This design comes from an exercise in tuning for small area, a short achievable clock period and few clock cycles on the open sky130 flow, not from production work. In this exercise RTL edits were held to simulation tests only and were not proved equivalent to the original. Power figures rest on the tool's default switching activity, not on a simulated workload.

Setup of build 70:
## process
module process(
	input clk,
	input rst,
	input [23:0] in_pix,
	output reg [5:0] row, col,
	output reg out_we,
	output reg [23:0] out_pix,
	output reg mirror_done,
	output reg gray_done,
	output reg filter_done);
localparam PM = 2'd0, PG = 2'd1, PF = 2'd2;
reg [1:0]  phase, nphase;
reg [1:0]  sub, nsub;
reg [12:0] cnt, ncnt;
wire [6:0]  s = cnt[12:6];
wire [5:0]  i = cnt[5:0];
wire [12:0] cinc = cnt + 13'd1;
wire [12:0] wpos = cnt - 13'd66;
wire        last11 = (cnt[10:0] == 11'd2047);
reg [5:0] nrow, ncol;
reg nwe, nmd, ngd, nfd;
reg f_i0, f_s0, f_ra;
reg nf_i0, nf_s0, nf_ra;
reg f_byp, nf_byp;
always @(*) begin
	nphase = phase; nsub = sub; ncnt = cnt;
	nrow = row; ncol = col;
	nwe = 1'b0; nmd = 1'b0; ngd = 1'b0; nfd = 1'b0;
	nf_i0 = f_i0; nf_s0 = f_s0; nf_ra = f_ra; nf_byp = 1'b0;
	case (phase)
	PM: begin
		case (sub)
		2'd0: begin
			nsub = 2'd1; nrow = ~{1'b0, cnt[10:6]}; ncol = cnt[5:0]; nwe = 1'b1;
		end
		2'd1: begin
			nsub = 2'd2; nrow = {1'b0, cnt[10:6]}; ncol = cnt[5:0]; nwe = 1'b1;
			nmd = last11; ncnt = cinc;
		end
		default: begin
			nsub = 2'd0;
			if (cnt[11]) begin
				nphase = PG; ncnt = 13'd0; nrow = 6'd0; ncol = 6'd0;
			end else begin
				nrow = {1'b0, cnt[10:6]}; ncol = cnt[5:0];
			end
		end
		endcase
	end
	PG: begin
		nsub = sub + 2'd1;
		case (sub)
		2'd0: begin nrow = cnt[10:5]; ncol = {cnt[4:0], 1'b1}; end
		2'd1: begin ncol = {cnt[4:0], 1'b0}; nwe = 1'b1; end
		2'd2: begin ncol = {cnt[4:0], 1'b1}; nwe = 1'b1; ngd = last11; ncnt = cinc; end
		default: begin
			if (cnt[11]) begin
				nphase = PF; ncnt = 13'd0; nrow = 6'd0; ncol = 6'd0; nwe = 1'b1;
				nf_i0 = 1'b1; nf_s0 = 1'b1; nf_ra = 1'b1;
			end else begin
				nrow = cnt[10:5]; ncol = {cnt[4:0], 1'b0};
			end
  ...
clock: 7.0 ns
lec_check: 0
cap_margin: 20
core_margin: 2
core_utilization: 45
place_density: 0.6
setup_slack_margin: 4.4
slew_margin: 20
run.sh (not shown) runs the stock make flow with config.mk's settings and CLKGATE_MAP_FILE= SYNTH_SCRIPT=/design/flow/synth_recipe.tcl, a recipe that flattens the netlist after the stock synthesis.
Testbench counts of build 70, summed over its fixed seeds: cycles 363,584.
diff inputs: build 70 => build 55
Settings: swapping 20 for 0 in SLEW_MARGIN; swapping 20 for 0 in CAP_MARGIN; swapping 4.4 for 4.1 in SETUP_SLACK_MARGIN.
==> flow/flow/run.sh (new file) <==
#!/bin/bash
# The standard layout (the standard.sh, standard synthesis unchanged),
# except that the port buffers are sky130_fd_sc_hd__buf_2 cells.
# make's full output goes to make.log in the work folder; ORFS keeps each
# step's own log under orfs/logs.
set -euo pipefail
bash standard.sh "BUFFER_PORTS_ARGS=-buffer_cell sky130_fd_sc_hd__buf_2" finish > make.log 2>&1
==> flow/standard.sh (new file) <==
#!/bin/bash
# synth_recipe.tcl (not shown) runs the flow's synth.tcl, then flattens the netlist and writes it again
# the make line also repeats each setting of config.mk as NAME=value (left out here)
make -C /OpenROAD-flow-scripts/flow DESIGN_CONFIG=/design/flow/config.mk WORK_HOME=/design/flow/orfs CLKGATE_MAP_FILE= SYNTH_SCRIPT=/design/flow/synth_recipe.tcl "${@:-finish}"
removed: flow/run.sh
## What came out
Build 55 completed every stage of the flow, and the final layout passed the timing, DRC and antenna checks. Non-clock buffer contribution to total cell area ended up 3.2 points lower on build 55 than on build 70. First-iteration DRC count on build 55 is down relative to build 70. [compare] base=build 70 new=build 55: clock skew has remained practically unchanged; final instance area has decreased.
Input changes introduced in build 26 (baseline for comparison: build 55):
Settings: swapping 0 for 20 in CAP_MARGIN; swapping 0 for 20 in SLEW_MARGIN; swapping 4.1 for 4.3 in SETUP_SLACK_MARGIN.
## What came out
In the flow results for build 55 and build 26, the setup slack is smaller on build 26.
Build 26 ended up with P[17] as its launch point of the worst path; build 55 ended up with out_pix[0].
Build 26 ends up with a global routing met1 resource utilization that is 0.30 points higher than in build 55.
Summary: worst hold slack, build 26 worse than build 55
Diff build 26..build 55 | via count of the first global-routing pass | negligible
In the tables for build 55 and build 26, total stage count of the critical path reads higher with build 55.
| endpoint arrival time on the critical path | build 26 vs build 55 | ≈ equal |
| power attributed to sequential cells | build 55 vs build 26 | ≈ equal |
Looking only at count of non-CTS buffers in the layout, and setting everything else aside, the lower value of build 55 and build 26 goes to build 55.
Build 26: flow completed, timing, DRC and antenna clean
Going from build 55 to build 26, the shortest clock period the worst path allows after layout was found to have gone up by 16 ps.
Largest incremental delay on the critical path: higher on build 26
Input changes introduced in build 66 (baseline for comparison: build 26):
Settings: SETUP_SLACK_MARGIN changed from 4.3 to 4.0.
[summary]
Build 26 → build 66: measured slew at the worst slew-check pin saw an increase; count of plain and timing-repair buffers has decreased.
met3 wire length ends up higher on build 66.
For build 26, the heaviest power group was the clock network, unlike build 66, where it was registers.
Part of the total power dissipated in combinational logic: build 66 > build 26
[compare] base=build 26 new=build 66: wire length decreased 2.4%, via count decreased about 2.6%.
The lower worst-case reg-to-reg path depth came out of build 26.
Build 66: depth of the critical timing path with buffers and inverters included is 1 higher than what build 26 reported.
As of build 66, overall power after layout had fallen by a few percent compared to build 26.
The setup slack of build 66 is smaller than that of build 26.

---

Another version of the RTL of process (not shown whole).
Size in the first run: roughly 1200 cells after synthesis, ~140 flip-flops, ~10000 um^2 of cells after synthesis.
make LEC_CHECK=0 CAP_MARGIN=20 CORE_MARGIN=2 CORE_UTILIZATION=45 PLACE_DENSITY=0.6 SETUP_SLACK_MARGIN=3.9 SLEW_MARGIN=20 finish   # period 7.0 ns
Stock flow here: none of the scripts above is used.
The first run went through all stages and came out clean.
Testbench counts at the start, summed over its fixed seeds: cycles 363,584.
Next try:
SETUP_SLACK_MARGIN = default   (was 3.9)
Hold slack barely changes.
First-iteration DRC count is lower by 2.3%.
Die area is unchanged.

---

job 8163:
Another version of the RTL of process (not shown whole).
Size in the first run: about 1500 cells after synthesis, roughly 11000 um2 of cells after synthesis.
==> flow/design.v (excerpt) <==
module process(
	input clk,
	input rst,
	input [23:0] in_pix,
	output reg [5:0] row, col,
	output reg out_we,
	output reg [23:0] out_pix,
	output reg mirror_done,
	output reg gray_done,
	output reg filter_done);
clock: 7.0 ns
lec_check: 0
abc_area: 1
cap_margin: 20
core_margin: 2
core_utilization: 45
place_density: 0.6
setup_slack_margin: 4.4
slew_margin: 20
standard.sh (not shown) runs the stock make flow with config.mk's settings and CLKGATE_MAP_FILE= SYNTH_SCRIPT=/design/flow/synth_recipe.tcl, a recipe that flattens the netlist after the stock synthesis.
==> flow/flow/run.sh <==
#!/bin/bash
# The standard layout (the standard.sh, standard synthesis unchanged),
# except that the port buffers are sky130_fd_sc_hd__buf_2 cells.
# make's full output goes to make.log in the work folder; ORFS keeps each
# step's own log under orfs/logs.
set -euo pipefail
bash standard.sh "BUFFER_PORTS_ARGS=-buffer_cell sky130_fd_sc_hd__buf_2" finish > make.log 2>&1
Testbench counts of job 8163, summed over its fixed seeds: cycles 363,584.
Edits applied to the flow inputs when going from job 8163 to job 9074:
Settings: SETUP_SLACK_MARGIN: 4.4 -> 4.0.
==> run summary <==
met1 routing resource usage after global routing ended up 0.22 points lower on job 9074 than on job 8163.
Going from job 8163 to job 9074, utilization of the core after routing moved down; setup slack lost 0.27 ns; fraction of final layout cells with drive strength greater than 1 down 2.3 points; final period demand of the worst path rose 0.27 ns; all-layer global routing usage barely changed.
Status: post-synthesis net count parity (job 9074, job 8163)
In terms of routed wire length, job 8163 and job 9074 differ only marginally.
Total power across job 8163 and job 9074: no real change.
[inputs] job 1256 vs job 9074
Settings: a change of SETUP_SLACK_MARGIN from 4.0 to 4.1; a deleted ABC_AREA that had been 1.
Findings:
- Combinational share of power: job 1256 vs job 9074 down 8.1 points
- Going from job 9074 to job 1256, area growth from synthesis to layout went up 0.61 points, first-pass GRT wire length fell 8.0%.
- On final cell utilization of the core, job 9074 and job 1256 are neck and neck.
- The run showing the smaller proportion of synthesized area in mux cells is job 9074.
- For job 1256, the most common cell after layout, fill and taps aside was nor2_1, unlike job 9074, where it was nand2_1.
- Fraction of met2 tracks used by global routing in job 1256 vs job 9074: down 1.3 points

---

Setup of run 1:
The RTL this note starts from:
==> flow/design.v <==
`timescale 1ns / 1ps
module process(
	input clk,
	input rst,
	input [23:0] in_pix,
	output reg [5:0] row, col,
	output reg out_we,
	output reg [23:0] out_pix,
	output reg mirror_done,
	output reg gray_done,
	output reg filter_done);
localparam PM = 2'd0, PG = 2'd1, PF = 2'd2;
reg [1:0]  phase, nphase;
reg [1:0]  sub, nsub;
reg [12:0] cnt, ncnt;
wire [6:0]  s = cnt[12:6];
wire [5:0]  i = cnt[5:0];
wire [12:0] cinc = cnt + 13'd1;
wire        last11 = (cnt[10:0] == 11'd2047);
wire        dirA  = cnt[6] ^ cnt[12];
wire [5:0]  a_row = cnt[11:6] ^ {6{cnt[12]}};
wire [5:0]  a_col = cnt[5:0] ^ {6{dirA}};
wire [13:0] wpx   = {1'b0, cnt} - 14'd66;
wire [5:0]  w_row = wpx[11:6];
wire [5:0]  w_col = wpx[5:0] ^ {6{~wpx[6]}};
wire        w_ok  = (wpx[13:12] == 2'b00);
reg [5:0] nrow, ncol;
reg nwe, nmd, ngd, nfd;
reg f_i0, f_s0, f_ra;
reg nf_i0, nf_s0, nf_ra;
reg f_byp, nf_byp;
always @(*) begin
	nphase = phase; nsub = sub; ncnt = cnt;
	nrow = a_row; ncol = a_col;
	nwe = 1'b0; nmd = 1'b0; ngd = 1'b0; nfd = 1'b0;
	nf_i0 = f_i0; nf_s0 = f_s0; nf_ra = f_ra; nf_byp = 1'b0;
	case (phase)
	PM: begin
		nrow = {sub == 2'd0, cnt[10:6] ^ {5{sub == 2'd0}}};
		ncol = cnt[5:0];
		nwe = (sub != 2'd2);
		nsub = (sub == 2'd2) ? 2'd0 : sub + 2'd1;
		if (sub == 2'd1) begin nmd = last11; ncnt = cinc; end
		if (sub == 2'd2 && cnt[11]) begin nphase = PG; ncnt = 13'd0; end
	end
	PG: begin
		nrow = cnt[10:5];
		ncol = {cnt[4:0], ~sub[0]};
		nwe = sub[0] ^ sub[1];
		nsub = sub + 2'd1;
		if (sub == 2'd2) begin ngd = last11; ncnt = cinc; end
		if (sub == 2'd3 && cnt[11]) begin
			nphase = PF; ncnt = 13'd0;
			nf_i0 = 1'b1; nf_s0 = 1'b1; nf_ra = 1'b1;
		end
	end
	default: begin
		case (sub)
		2'd0: begin
			nsub = 2'd1; ncnt = cinc; nf_byp = f_i0;
			nrow = w_row; ncol = w_col; nwe = w_ok;
			nfd = (cnt == 13'd4161);
		end
		2'd1: begin
			if (cnt == 13'd4162) begin
				nphase = PM; nsub = 2'd0; ncnt = 13'd0; nrow = 6'd0; ncol = 6'd0;
			end else if (i == 6'd2 && s != 7'd0 && !(cnt[12] && cnt[11:6] != 6'd0)) begin
				nsub = 2'd2; ncol = {6{dirA}};
			end else begin
				nsub = 2'd0;
				nwe = ~cnt[12] | (cnt == 13'd4096);
				nf_i0 = (i == 6'd0); nf_s0 = (cnt <= 13'd64); nf_ra = ~cnt[12];
			end
		end
		default: begin
			nsub = 2'd0;
			nwe = ~cnt[12];
			nf_i0 = 1'b0; nf_s0 = 1'b0; nf_ra = ~cnt[12];
		end
		endcase
	end
	endcase
end
always @(posedge clk) begin
	if (rst) begin
		phase <= PM; sub <= 2'd0; cnt <= 13'd0;
		f_i0 <= 1'b1; f_s0 <= 1'b1; f_ra <= 1'b1; f_byp <= 1'b0;
		row <= 6'd0; col <= 6'd0; out_we <= 1'b0;
		mirror_done <= 1'b0; gray_done <= 1'b0; filter_done <= 1'b0;
	end else begin
		phase <= nphase; sub <= nsub; cnt <= ncnt;
		f_i0 <= nf_i0; f_s0 <= nf_s0; f_ra <= nf_ra; f_byp <= nf_byp;
		row <= nrow; col <= ncol; out_we <= nwe;
		mirror_done <= nmd; gray_done <= ngd; filter_done <= nfd;
	end
end
reg [23:0] P;
reg [7:0]  G0, G1;
reg [8:0]  E;
reg signed [12:0] K;
reg [9:0]  J;
reg mxr, mxg, mxb, mnr, mng, mnb;
wire [7:0] pr = P[23:16], pg = P[15:8], pb = P[7:0];
wire [7:0] pmax = ({8{mxr}} & pr) | ({8{mxg}} & pg) | ({8{mxb}} & pb);
wire [7:0] pmin = ({8{mnr}} & pr) | ({8{mng}} & pg) | ({8{mnb}} & pb);
wire [8:0] gsum = {1'b0, pmax} + {1'b0, pmin};
wire irg = in_pix[23:16] > in_pix[15:8];
wire irb = in_pix[23:16] > in_pix[7:0];
wire igb = in_pix[15:8] > in_pix[7:0];
wire signed [12:0] pT = P[22:10];
wire [9:0] pH = P[9:0];
wire first = f_i0;
wire [9:0] Jn = pT[12] ? 10'd0 : (|pT[11:10]) ? 10'h3ff : pT[9:0];
wire [10:0] Dn = {1'b0, J} - {1'b0, out_pix[9:0]};
wire [7:0] Dcl = Dn[10] ? 8'd0 : (|Dn[9:8]) ? 8'd255 : Dn[7:0];
wire [9:0] Hs = {1'b0, E} + {2'b0, G0};
wire signed [12:0] Ts = K - $signed({5'b0, G0});
wire [9:0] Hn = first ? {1'b0, E} : Hs;
wire signed [12:0] Tn = first ? K : Ts;
wire fA = (phase == PF) && (sub == 2'd0);
always @(posedge clk) begin
	P <= f_byp ? {1'b0, Tn, Hn} : in_pix;
	mxr <= irg & irb;
	mxg <= ~(irg & irb) & igb;
	mxb <= ~(irg & irb) & ~igb;
	mnb <= irb & igb;
	mng <= ~(irb & igb) & irg;
	mnr <= ~(irb & igb) & ~irg;
	E <= {1'b0, G0} + {1'b0, G1};
	K <= fA ? K - $signed({3'b0, f_s0 ? 10'd0 : pH})
	        : $signed({2'b0, G0, 3'b000}) + $signed({5'b0, G0}) - $signed({5'b0, G1});
end
always @(posedge clk) begin
	case (phase)
	PM: out_pix <= in_pix;
	PG: out_pix <= {8'd0, gsum[8:1], 8'd0};
	default: begin
		case (sub)
		2'd0: begin
			out_pix <= {8'd0, Dcl, 8'd0};
			J <= Jn;
			G1 <= first ? 8'd0 : G0;
			G0 <= f_ra ? in_pix[15:8] : 8'd0;
		end
		2'd1: out_pix <= {1'b0, Tn, Hn};
		default: ;
		endcase
	end
	endcase
end
endmodule
export LEC_CHECK = 0
export CAP_MARGIN = 20
export CORE_MARGIN = 2
export CORE_UTILIZATION = 45
export PLACE_DENSITY = 0.6
export SETUP_SLACK_MARGIN = 4.3
export SLEW_MARGIN = 20
create_clock -name core_clock -period 7.0 [get_ports {clk}]
Scripts as last shown in full above: flow/flow/run.sh
No stage failed in run 1, and the final checks on the layout all came back clean.
Testbench counts of run 1, summed over its fixed seeds: cycles 363,584.
Setup changes, run 1 to run 2
Settings: ABC_AREA: unset -> 1; SETUP_SLACK_MARGIN: 4.3 -> 4.2.
Notes after the runs:
- Cmp run 2 vs run 1: share of the synthesized area in compound gates (AO/OA/AOI/OAI) lower in run 2
- Run 2 vs run 1: maximum vdd ir drop down by more than 10%
- Summary of run 2 over run 1: maximum number of pins on one net before global-route repair went down 12, global-route wire length before repair went up 3.6 mm, net switching component of the power went up 160 uW, total leakage power went up 0.67 nW.
- Run 2 vs run 1 on logic gate share of total power: run 2 is the higher one.
- From run 1 to run 2 the numbers moved as follows: non-clock inverter total of the final layout now sits higher; multi-input combinational cell count went up by 240.
- Looking at launch point of the worst path, the G0[0]$_SDFFCE_PN0P_ result is from run 2; the G0[1]$_SDFFCE_PN0P_ one comes from run 1.
- Relative to run 1, post-synthesis net count increased by 333 in run 2.
- Looking at capture point of the worst path, the K[11]$_DFF_P_ result is from run 1; the out_pix[18]$_DFFE_PN_ one comes from run 2.
Relative to run 2, the following input files were edited for run 3:
Settings: removing ABC_AREA (formerly 1).
Results
When the final numbers for run 3 and run 2 were put side by side, the setup slack turned out to be greater in run 2.
Sequential cell area share was higher in run 3 than in run 2.
Sort run 3 and run 2 by largest net degree at the start of global routing, ascending, and run 2 comes first.
Non-clock buffer count, run 3 and run 2: lower on run 2
In run 3, the final cell count without fillers came out about 20% below the value in run 2.
Re count of port buffers added during placement: no difference whatsoever between run 3 and run 2.
Relative to run 2, first-pass GRT wire length decreased by 8.1% in run 3.
The inputs of run 4 differ from those of run 3 as listed below.
Settings: ABC_AREA newly set to 1; SETUP_SLACK_MARGIN changed from 4.2 to 4.8.
## What came out
Via count of the first global-routing pass, run 4 and run 3: higher on run 4. Looking at global-route usage across run 4 and run 3, the one that comes out lower is run 3. Minimum setup slack after placement for run 4 is higher than for run 3. Run 3 → run 4: maximum number of pins on one net before global-route repair decreased by 13% relative to the old numbers; gate count of the mapped netlist now sits higher; proportion of synthesized area in mux cells moved down.

[static timing again, ports no longer ideal]
No port has a modelled driver above. Below, the same layouts with a new extraction and two added sets of constraints.
Step 1 sets driving cells, clkbuf_16 on the clock port and buf_2 on the other inputs (assumed; they add their load-dependent delay and slew).
Step 2 moves the port delays by t, midway between the first and last clock arrival at a register: inputs arrive t later, outputs are due t later. That takes back most of the time a late clock gives input paths.
Slacks: no drivers / after step 1 / after step 2; pairs: no drivers / after step 1.
| run | t, ns | setup slack, ns | hold slack, ns | clock arrival spread, ns |
|---|---|---|---|---|
| build 70 | 0.477 | 4.119 / 4.119 / 4.002 | 0.491 / 0.491 / 0.491 | 0.013 / 0.013 |
| build 55 | 0.474 | 4.147 / 4.147 / 3.873 | 0.487 / 0.487 / 0.487 | 0.012 / 0.011 |
| build 26 | 0.474 | 4.131 / 4.131 / 3.978 | 0.475 / 0.475 / 0.475 | 0.011 / 0.011 |
| build 66 | 0.474 | 4.123 / 4.123 / 3.871 | 0.484 / 0.484 / 0.484 | 0.012 / 0.012 |
| the first run of note 2 | 0.476 | 4.023 / 4.023 / 3.622 | 0.490 / 0.490 / 0.490 | 0.011 / 0.011 |
| the second run of note 2 | 0.476 | 3.499 / 3.499 / 3.499 | 0.490 / 0.490 / 0.490 | 0.011 / 0.011 |
| job 8163 | 0.480 | 4.471 / 4.471 / 4.122 | 0.598 / 0.598 / 0.598 | 0.013 / 0.013 |
| job 9074 | 0.483 | 4.201 / 4.201 / 4.074 | 0.601 / 0.601 / 0.601 | 0.013 / 0.012 |
| job 1256 | 0.469 | 4.068 / 4.068 / 3.894 | 0.581 / 0.581 / 0.581 | 0.010 / 0.010 |
| run 1 | 0.478 | 4.267 / 4.267 / 3.937 | 0.546 / 0.546 / 0.546 | 0.013 / 0.014 |
| run 2 | 0.479 | 4.427 / 4.427 / 4.077 | 0.594 / 0.594 / 0.594 | 0.013 / 0.013 |
| run 3 | 0.474 | 4.217 / 4.217 / 3.890 | 0.581 / 0.581 / 0.581 | 0.011 / 0.011 |
| run 4 | 0.481 | 4.577 / 4.530 / 4.304 | 0.564 / 0.564 / 0.564 | 0.013 / 0.013 |
After both steps setup and hold are still met in every run listed. For the first run of note 2, which loses most, drivers alone change the setup slack by 0.000 ns; drivers and shift together by -0.401 ns.
